Background: an optimization exercise with open tools, aiming at small area and a short achievable clock period. Do not read the settings as production practice.
Function was checked by simulation only, so behaviour that the tests miss may differ from the original.

== quartz ==
// sparc_mul_top
module sparc_mul_top(
   mul_exu_ack, mul_spu_ack, mul_spu_shf_ack, mul_data_out,
   rclk, grst_l, exu_mul_input_vld, exu_mul_rs1_data, exu_mul_rs2_data,
   spu_mul_req_vld, spu_mul_acc, spu_mul_areg_shf, spu_mul_areg_rst,
   spu_mul_op1_data, spu_mul_op2_data, spu_mul_mulres_lshft
   );
Settings: LEC_CHECK=0, CAP_MARGIN=20, CORE_MARGIN=2, CORE_UTILIZATION=40, CTS_BUF_LIST=sky130_fd_sc_hd__clkbuf_8, SLEW_MARGIN=20; clock period 10.0 ns.
standard.sh (not shown) runs the stock make flow with config.mk's settings and CLKGATE_MAP_FILE= SYNTH_SCRIPT=/design/flow/synth_recipe.tcl, a recipe that flattens the netlist after the stock synthesis.
==> flow/flow/run.sh <==
#!/bin/bash
# Standard layout (standard.sh's make call) with a config that adds to
# the standard flow's config.mk:
# - SYNTH_ARGS=-noabc: synthesis skips the quick ABC pass that Yosys's synth
#   runs before ORFS's full-adder extraction. That pass rewrites the
#   carry-save tree's gates with mixed polarities, and extract_fa then leaves
#   an inverter on most full-adder connections. The registers are the ones
#   the standard synthesis makes.
# - the delay cells join DONT_USE_CELLS, so that the port buffers
#   (buffer_ports takes the weakest buffer) are plain buffers.
# - timing repair aims at a 4.55 ns period (the clock stays at 10 ns).
set -euo pipefail
W=$PWD
DLY=""
for c in clkdlybuf4s15_1 clkdlybuf4s15_2 clkdlybuf4s18_1 clkdlybuf4s18_2 \
         clkdlybuf4s25_1 clkdlybuf4s25_2 clkdlybuf4s50_1 clkdlybuf4s50_2 \
         dlygate4sd1_1 dlygate4sd2_1 dlygate4sd3_1 \
         dlymetal6s2s_1 dlymetal6s4s_1 dlymetal6s6s_1; do
  DLY="$DLY sky130_fd_sc_hd__$c"
done
cat > $W/flow/own_config.mk <<EOC
include $W/config.mk
export SYNTH_ARGS = -noabc
export SETUP_SLACK_MARGIN = 5.45
export DONT_USE_CELLS = $DLY
EOC
sed "s#DESIGN_CONFIG=[^ ]*#DESIGN_CONFIG=$W/flow/own_config.mk#" standard.sh > $W/flow/own_standard.sh
bash $W/flow/own_standard.sh finish > flow_make.log 2>&1
Both conditions hold for quartz: the flow ran to the end and the final layout passed the timing, DRC and antenna checks.
Changes in willow relative to quartz:
- CORE_UTILIZATION changed from 40 to 55
-- flow/flow/run.sh --
<<< quartz, line 10
#   (buffer_ports takes the weakest buffer) are plain buffers.
# - timing repair aims at a 4.55 ns period (the clock stays at 10 ns).
set -euo pipefail
>>> willow, line 10
#   (buffer_ports takes the weakest buffer) are plain buffers.
# - timing repair aims at a 4.7 ns period (the clock stays at 10 ns).
set -euo pipefail
<<< quartz, line 23
export SYNTH_ARGS = -noabc
export SETUP_SLACK_MARGIN = 5.45
export DONT_USE_CELLS = $DLY
>>> willow, line 23
export SYNTH_ARGS = -noabc
export SETUP_SLACK_MARGIN = 5.3
export DONT_USE_CELLS = $DLY
==> flow/flow/own_config.mk (new file) <==
include /design/flow/config.mk
export SYNTH_ARGS = -noabc
export SETUP_SLACK_MARGIN = 5.3
export DONT_USE_CELLS =  sky130_fd_sc_hd__clkdlybuf4s15_1 sky130_fd_sc_hd__clkdlybuf4s15_2 sky130_fd_sc_hd__clkdlybuf4s18_1 sky130_fd_sc_hd__clkdlybuf4s18_2 sky130_fd_sc_hd__clkdlybuf4s25_1 sky130_fd_sc_hd__clkdlybuf4s25_2 sky130_fd_sc_hd__clkdlybuf4s50_1 sky130_fd_sc_hd__clkdlybuf4s50_2 sky130_fd_sc_hd__dlygate4sd1_1 sky130_fd_sc_hd__dlygate4sd2_1 sky130_fd_sc_hd__dlygate4sd3_1 sky130_fd_sc_hd__dlymetal6s2s_1 sky130_fd_sc_hd__dlymetal6s4s_1 sky130_fd_sc_hd__dlymetal6s6s_1
==> flow/flow/own_standard.sh (new file) <==
#!/bin/bash
# The standard flow's own layout of this design, on the ORFS make targets given (by default finish). After
# finish it leaves the final layout's DEF at /design/flow/out/final.def.
set -euo pipefail
make -C /OpenROAD-flow-scripts/flow DESIGN_CONFIG=/design/flow/flow/own_config.mk WORK_HOME=/design/flow/orfs CLKGATE_MAP_FILE= SYNTH_SCRIPT=/design/flow/synth_recipe.tcl CAP_MARGIN=20 CORE_MARGIN=2 CORE_UTILIZATION=55 CTS_BUF_LIST=sky130_fd_sc_hd__clkbuf_8 SLEW_MARGIN=20 "${@:-finish}"
if [[ -f /design/flow/orfs/results/sky130hd/sparc_mul_top/base/6_final.odb ]]; then
  : # left out here: write the final layout as DEF
fi
[summary]
willow ends up with a share of the cycle needed by the critical path after routing that is 1.2 points higher than in quartz. willow ended up with sky130_fd_sc_hd__edfxtp_1 as its critical path's slowest cell; quartz ended up with sky130_fd_sc_hd__o31a_1. quartz → willow: critical path depth rose by 5; wire length after detailed routing rose by 2.9%. Clock network latency to the later pin of the worst-skew pair for willow: 0.07 ns down relative to quartz.
The following lists how xenon was set up differently from willow:
-- flow/flow/run.sh --
<<< willow, line 10
#   (buffer_ports takes the weakest buffer) are plain buffers.
# - timing repair aims at a 4.7 ns period (the clock stays at 10 ns).
set -euo pipefail
>>> xenon, line 10
#   (buffer_ports takes the weakest buffer) are plain buffers.
# - timing repair aims at a 4.55 ns period (the clock stays at 10 ns).
set -euo pipefail
<<< willow, line 23
export SYNTH_ARGS = -noabc
export SETUP_SLACK_MARGIN = 5.3
export DONT_USE_CELLS = $DLY
>>> xenon, line 23
export SYNTH_ARGS = -noabc
export SETUP_SLACK_MARGIN = 5.45
export DONT_USE_CELLS = $DLY
==> flow/flow/own_config.mk <==
include /design/flow/config.mk
export SYNTH_ARGS = -noabc
export SETUP_SLACK_MARGIN = 5.45
export DONT_USE_CELLS =  sky130_fd_sc_hd__clkdlybuf4s15_1 sky130_fd_sc_hd__clkdlybuf4s15_2 sky130_fd_sc_hd__clkdlybuf4s18_1 sky130_fd_sc_hd__clkdlybuf4s18_2 sky130_fd_sc_hd__clkdlybuf4s25_1 sky130_fd_sc_hd__clkdlybuf4s25_2 sky130_fd_sc_hd__clkdlybuf4s50_1 sky130_fd_sc_hd__clkdlybuf4s50_2 sky130_fd_sc_hd__dlygate4sd1_1 sky130_fd_sc_hd__dlygate4sd2_1 sky130_fd_sc_hd__dlygate4sd3_1 sky130_fd_sc_hd__dlymetal6s2s_1 sky130_fd_sc_hd__dlymetal6s4s_1 sky130_fd_sc_hd__dlymetal6s6s_1
--- outcome ---
- Against willow, xenon comes in 0.38 ns lower on stage delay of the slowest cell on the critical path.
- Vias per cell of xenon is on par with willow.
- Routed wire in xenon totals more than in willow.
- Compare xenon and willow | utilization after layout higher: xenon
- [xenon] number of cells on the critical path fell 5 relative to willow
- Comparing willow against xenon, there is no change at all in proportion of synthesized chip area in sequential cells.
--- input diff xenon..juniper ---
- changing CTS_BUF_LIST from sky130_fd_sc_hd__clkbuf_8 to sky130_fd_sc_hd__clkbuf_4
- changing CORE_UTILIZATION from 55 to 40
-- flow/flow/run.sh --
<<< xenon, line 10
#   (buffer_ports takes the weakest buffer) are plain buffers.
# - timing repair aims at a 4.55 ns period (the clock stays at 10 ns).
set -euo pipefail
>>> juniper, line 10
#   (buffer_ports takes the weakest buffer) are plain buffers.
# - timing repair aims at a 4.7 ns period (the clock stays at 10 ns).
set -euo pipefail
<<< xenon, line 23
export SYNTH_ARGS = -noabc
export SETUP_SLACK_MARGIN = 5.45
export DONT_USE_CELLS = $DLY
>>> juniper, line 23
export SYNTH_ARGS = -noabc
export SETUP_SLACK_MARGIN = 5.3
export DONT_USE_CELLS = $DLY
==> flow/flow/own_config.mk <==
include /design/flow/config.mk
export SYNTH_ARGS = -noabc
export SETUP_SLACK_MARGIN = 5.3
export DONT_USE_CELLS =  sky130_fd_sc_hd__clkdlybuf4s15_1 sky130_fd_sc_hd__clkdlybuf4s15_2 sky130_fd_sc_hd__clkdlybuf4s18_1 sky130_fd_sc_hd__clkdlybuf4s18_2 sky130_fd_sc_hd__clkdlybuf4s25_1 sky130_fd_sc_hd__clkdlybuf4s25_2 sky130_fd_sc_hd__clkdlybuf4s50_1 sky130_fd_sc_hd__clkdlybuf4s50_2 sky130_fd_sc_hd__dlygate4sd1_1 sky130_fd_sc_hd__dlygate4sd2_1 sky130_fd_sc_hd__dlygate4sd3_1 sky130_fd_sc_hd__dlymetal6s2s_1 sky130_fd_sc_hd__dlymetal6s4s_1 sky130_fd_sc_hd__dlymetal6s6s_1
==> flow/flow/own_standard.sh <==
#!/bin/bash
# The standard flow's own layout of this design, on the ORFS make targets given (by default finish). After
# finish it leaves the final layout's DEF at /design/flow/out/final.def.
set -euo pipefail
make -C /OpenROAD-flow-scripts/flow DESIGN_CONFIG=/design/flow/flow/own_config.mk WORK_HOME=/design/flow/orfs CLKGATE_MAP_FILE= SYNTH_SCRIPT=/design/flow/synth_recipe.tcl CAP_MARGIN=20 CORE_MARGIN=2 CORE_UTILIZATION=40 CTS_BUF_LIST=sky130_fd_sc_hd__clkbuf_4 SLEW_MARGIN=20 "${@:-finish}"
if [[ -f /design/flow/orfs/results/sky130hd/sparc_mul_top/base/6_final.odb ]]; then
  : # left out here: write the final layout as DEF
fi
## What came out
Smallest hold slack of xenon is on par with juniper. Diff juniper..xenon | setup violation total in the final timing report | unchanged. In juniper relative to xenon, post-layout instance area had gone down slightly. [compare] base=xenon new=juniper: largest net degree at the start of global routing lost 10. The via count number comes out higher for xenon vs juniper. Timing-limited maximum frequency, juniper and xenon: smaller value in juniper. Taking xenon as the reference, in juniper final count of hold timing violations now sits at about the same level, final cell count now larger.

Setup of run 1:
sparc_mul_top again, from the RTL that the note above started with.
clock: 10.0 ns
lec_check: 0
cap_margin: 20
core_margin: 2
core_utilization: 40
cts_buf_list: sky130_fd_sc_hd__clkbuf_8
slew_margin: 20
==> flow/flow/run.sh <==
#!/bin/bash
# Standard layout (standard.sh's make call) with a config that adds to
# the standard flow's config.mk:
# - SYNTH_ARGS=-noabc: synthesis skips the quick ABC pass that Yosys's synth
#   runs before ORFS's full-adder extraction. That pass rewrites the
#   carry-save tree's gates with mixed polarities, and extract_fa then leaves
#   an inverter on most full-adder connections. The registers are the ones
#   the standard synthesis makes.
# - the delay cells join DONT_USE_CELLS, so that the port buffers
#   (buffer_ports takes the weakest buffer) are plain buffers.
# - timing repair aims at a 4.55 ns period (the clock stays at 10 ns).
set -euo pipefail
W=$PWD
DLY=""
for c in clkdlybuf4s15_1 clkdlybuf4s15_2 clkdlybuf4s18_1 clkdlybuf4s18_2 \
         clkdlybuf4s25_1 clkdlybuf4s25_2 clkdlybuf4s50_1 clkdlybuf4s50_2 \
         dlygate4sd1_1 dlygate4sd2_1 dlygate4sd3_1 \
         dlymetal6s2s_1 dlymetal6s4s_1 dlymetal6s6s_1; do
  DLY="$DLY sky130_fd_sc_hd__$c"
done
cat > $W/flow/own_config.mk <<EOC
include $W/config.mk
export SYNTH_ARGS = -noabc
export SETUP_SLACK_MARGIN = 5.45
export DONT_USE_CELLS = $DLY
EOC
sed "s#DESIGN_CONFIG=[^ ]*#DESIGN_CONFIG=$W/flow/own_config.mk#" standard.sh > $W/flow/own_standard.sh
bash $W/flow/own_standard.sh finish > flow_make.log 2>&1
==> flow/flow/own_config.mk <==
include /design/flow/config.mk
export SYNTH_ARGS = -noabc
export SETUP_SLACK_MARGIN = 5.45
export DONT_USE_CELLS =  sky130_fd_sc_hd__clkdlybuf4s15_1 sky130_fd_sc_hd__clkdlybuf4s15_2 sky130_fd_sc_hd__clkdlybuf4s18_1 sky130_fd_sc_hd__clkdlybuf4s18_2 sky130_fd_sc_hd__clkdlybuf4s25_1 sky130_fd_sc_hd__clkdlybuf4s25_2 sky130_fd_sc_hd__clkdlybuf4s50_1 sky130_fd_sc_hd__clkdlybuf4s50_2 sky130_fd_sc_hd__dlygate4sd1_1 sky130_fd_sc_hd__dlygate4sd2_1 sky130_fd_sc_hd__dlygate4sd3_1 sky130_fd_sc_hd__dlymetal6s2s_1 sky130_fd_sc_hd__dlymetal6s4s_1 sky130_fd_sc_hd__dlymetal6s6s_1
==> flow/flow/own_standard.sh <==
#!/bin/bash
# The standard flow's own layout of this design, on the ORFS make targets given (by default finish). After
# finish it leaves the final layout's DEF at /design/flow/out/final.def.
set -euo pipefail
make -C /OpenROAD-flow-scripts/flow DESIGN_CONFIG=/design/flow/flow/own_config.mk WORK_HOME=/design/flow/orfs CLKGATE_MAP_FILE= SYNTH_SCRIPT=/design/flow/synth_recipe.tcl CAP_MARGIN=20 CORE_MARGIN=2 CORE_UTILIZATION=40 CTS_BUF_LIST=sky130_fd_sc_hd__clkbuf_8 SLEW_MARGIN=20 "${@:-finish}"
if [[ -f /design/flow/orfs/results/sky130hd/sparc_mul_top/base/6_final.odb ]]; then
  : # left out here: write the final layout as DEF
fi
The following lists how run 2 was set up differently from run 1:
Settings: a change of CTS_BUF_LIST from sky130_fd_sc_hd__clkbuf_8 to sky130_fd_sc_hd__clkbuf_4.
--- a/flow/flow/own_standard.sh
+++ b/flow/flow/own_standard.sh
@@ -5 +5 @@
-make -C /OpenROAD-flow-scripts/flow DESIGN_CONFIG=/design/flow/flow/own_config.mk WORK_HOME=/design/flow/orfs CLKGATE_MAP_FILE= SYNTH_SCRIPT=/design/flow/synth_recipe.tcl CAP_MARGIN=20 CORE_MARGIN=2 CORE_UTILIZATION=40 CTS_BUF_LIST=sky130_fd_sc_hd__clkbuf_8 SLEW_MARGIN=20 "${@:-finish}"
+make -C /OpenROAD-flow-scripts/flow DESIGN_CONFIG=/design/flow/flow/own_config.mk WORK_HOME=/design/flow/orfs CLKGATE_MAP_FILE= SYNTH_SCRIPT=/design/flow/synth_recipe.tcl CAP_MARGIN=20 CORE_MARGIN=2 CORE_UTILIZATION=40 CTS_BUF_LIST=sky130_fd_sc_hd__clkbuf_4 SLEW_MARGIN=20 "${@:-finish}"
[summary]
On global-route usage over all layers, run 1 and run 2 are basically level.
Looking at the reports, run 2 completed the entire flow and the layout it produced met the timing, DRC and antenna checks.
Flop-to-flop setup slack: run 2 vs run 1, no meaningful difference
Delta (run 2 minus run 1): clock latency of the later-clocked register in the worst-skew pair shows an increase of 410 ps; clock skew shows an increase of 67 ps.
Diff run 1 and run 2: fraction of layout instances using a drive strength above 1 higher in run 2
On highest clock rate, run 1 and run 2 are neck and neck.
[compare] base=run 1 new=run 2: routability-driven placement congestion ratio flat.
Compared with run 1, run 2 shows a setup slack that is 4.2 ps higher.
[inputs] run 3 vs run 2
Settings: changing CTS_BUF_LIST from sky130_fd_sc_hd__clkbuf_4 to sky130_fd_sc_hd__clkbuf_8.
--- a/flow/flow/run.sh
+++ b/flow/flow/run.sh
@@ -11 +11 @@
-# - timing repair aims at a 4.55 ns period (the clock stays at 10 ns).
+# - timing repair aims at a 4.5 ns period (the clock stays at 10 ns).
@@ -24 +24 @@
-export SETUP_SLACK_MARGIN = 5.45
+export SETUP_SLACK_MARGIN = 5.5
--- a/flow/flow/own_config.mk
+++ b/flow/flow/own_config.mk
@@ -3 +3 @@
-export SETUP_SLACK_MARGIN = 5.45
+export SETUP_SLACK_MARGIN = 5.5
--- a/flow/flow/own_standard.sh
+++ b/flow/flow/own_standard.sh
@@ -5 +5 @@
-make -C /OpenROAD-flow-scripts/flow DESIGN_CONFIG=/design/flow/flow/own_config.mk WORK_HOME=/design/flow/orfs CLKGATE_MAP_FILE= SYNTH_SCRIPT=/design/flow/synth_recipe.tcl CAP_MARGIN=20 CORE_MARGIN=2 CORE_UTILIZATION=40 CTS_BUF_LIST=sky130_fd_sc_hd__clkbuf_4 SLEW_MARGIN=20 "${@:-finish}"
+make -C /OpenROAD-flow-scripts/flow DESIGN_CONFIG=/design/flow/flow/own_config.mk WORK_HOME=/design/flow/orfs CLKGATE_MAP_FILE= SYNTH_SCRIPT=/design/flow/synth_recipe.tcl CAP_MARGIN=20 CORE_MARGIN=2 CORE_UTILIZATION=40 CTS_BUF_LIST=sky130_fd_sc_hd__clkbuf_8 SLEW_MARGIN=20 "${@:-finish}"
--- outcome ---
On number of nets at the end of the flow: run 3 sits above run 2. Comparing run 2 and run 3, the higher final design utilization is on run 3. Taking run 2 as the reference, in run 3 worst clock skew fell 48 ps, via count of the first global-routing pass fell 304.
## Diff of input files: run 4 against run 3
Settings: SETUP_SLACK_MARGIN: unset -> 5.0.
--- a/flow/flow/run.sh
+++ b/flow/flow/run.sh
@@ -11 +10,0 @@
-# - timing repair aims at a 4.5 ns period (the clock stays at 10 ns).
@@ -24 +22,0 @@
-export SETUP_SLACK_MARGIN = 5.5
removed: flow/flow/own_config.mk
removed: flow/flow/own_standard.sh
### Flow results
- Every run (run 3 and run 4) finished clean.
- Critical path depth: higher on run 3
- Compared with run 3, the detailed router inserted fewer vias in run 4.
- When run 4 is set beside run 3, its global-route usage turns out to be 1.5 points smaller.
Modified inputs, run 5 compared to run 4
Settings: CTS_BUF_LIST: sky130_fd_sc_hd__clkbuf_8 -> sky130_fd_sc_hd__clkbuf_4; SETUP_SLACK_MARGIN: 5.0 -> unset.
--- a/flow/flow/run.sh
+++ b/flow/flow/run.sh
@@ -10,0 +11 @@
+# - timing repair aims at a 4.4 ns period (the clock stays at 10 ns).
@@ -22,0 +24 @@
+export SETUP_SLACK_MARGIN = 5.6
==> flow/flow/own_config.mk (new file) <==
include /design/flow/config.mk
export SYNTH_ARGS = -noabc
export SETUP_SLACK_MARGIN = 5.6
export DONT_USE_CELLS =  sky130_fd_sc_hd__clkdlybuf4s15_1 sky130_fd_sc_hd__clkdlybuf4s15_2 sky130_fd_sc_hd__clkdlybuf4s18_1 sky130_fd_sc_hd__clkdlybuf4s18_2 sky130_fd_sc_hd__clkdlybuf4s25_1 sky130_fd_sc_hd__clkdlybuf4s25_2 sky130_fd_sc_hd__clkdlybuf4s50_1 sky130_fd_sc_hd__clkdlybuf4s50_2 sky130_fd_sc_hd__dlygate4sd1_1 sky130_fd_sc_hd__dlygate4sd2_1 sky130_fd_sc_hd__dlygate4sd3_1 sky130_fd_sc_hd__dlymetal6s2s_1 sky130_fd_sc_hd__dlymetal6s4s_1 sky130_fd_sc_hd__dlymetal6s6s_1
==> flow/flow/own_standard.sh (new file) <==
#!/bin/bash
# The standard flow's own layout of this design, on the ORFS make targets given (by default finish). After
# finish it leaves the final layout's DEF at /design/flow/out/final.def.
set -euo pipefail
make -C /OpenROAD-flow-scripts/flow DESIGN_CONFIG=/design/flow/flow/own_config.mk WORK_HOME=/design/flow/orfs CLKGATE_MAP_FILE= SYNTH_SCRIPT=/design/flow/synth_recipe.tcl CAP_MARGIN=20 CORE_MARGIN=2 CORE_UTILIZATION=40 CTS_BUF_LIST=sky130_fd_sc_hd__clkbuf_4 SLEW_MARGIN=20 "${@:-finish}"
if [[ -f /design/flow/orfs/results/sky130hd/sparc_mul_top/base/6_final.odb ]]; then
  : # left out here: write the final layout as DEF
fi
## What came out
Against run 4, run 5 comes in 21 ps lower on hold slack. On via count, run 5 does worse than run 4. Run 4 → run 5: worst setup slack +420 ps, global-route usage +1.9 points.

==> separate check: timing with driven ports <==
How much do the figures lean on ideal ports? The routed layouts below were timed once more, with nothing changed but the port constraints.
Step 1 assumes that a clkbuf_16 drives the clock port and a buf_2 every other input.
Step 2, shift: input delay + t, output delay - t, t = (earliest + latest rising clock arrival at the registers) / 2. This alone moves slack from input paths to output paths.
a / b / c = ideal ports / drivers / drivers and shift; a / b = the first two.
run | t (ns) | setup WS [ns] | worst setup path at the end | clock arrival spread, ns | pins driven straight from the clock port
quartz | 0.983 | 5.419 / 5.269 / 4.681 | input to register | 0.088 / 0.088 | 1
willow | 0.931 | 5.298 / 5.110 / 4.905 | input to register | 0.057 / 0.057 | 1
xenon | 0.945 | 5.437 / 5.247 / 4.740 | input to register | 0.081 / 0.080 | 1
juniper | 1.303 | 5.320 / 5.145 / 5.100 | input to register | 0.098 / 0.098 | 1
run 1 | 0.983 | 5.419 / 5.269 / 4.681 | input to register | 0.088 / 0.088 | 1
run 2 | 1.361 | 5.423 / 5.270 / 4.476 | input to register | 0.154 / 0.155 | 1
run 3 | 0.988 | 4.986 / 4.911 / 3.924 | input to register | 0.107 / 0.107 | 1
run 4 | 0.940 | 4.995 / 4.995 / 4.995 | register to register | 0.053 / 0.053 | 1
run 5 | 1.304 | 5.416 / 5.140 / 4.688 | input to register | 0.120 / 0.121 | 1
After both steps every run listed still meets setup and hold. The setup slack of run 3, which loses most, moves by -0.075 ns with the drivers and by -1.062 ns with both steps.
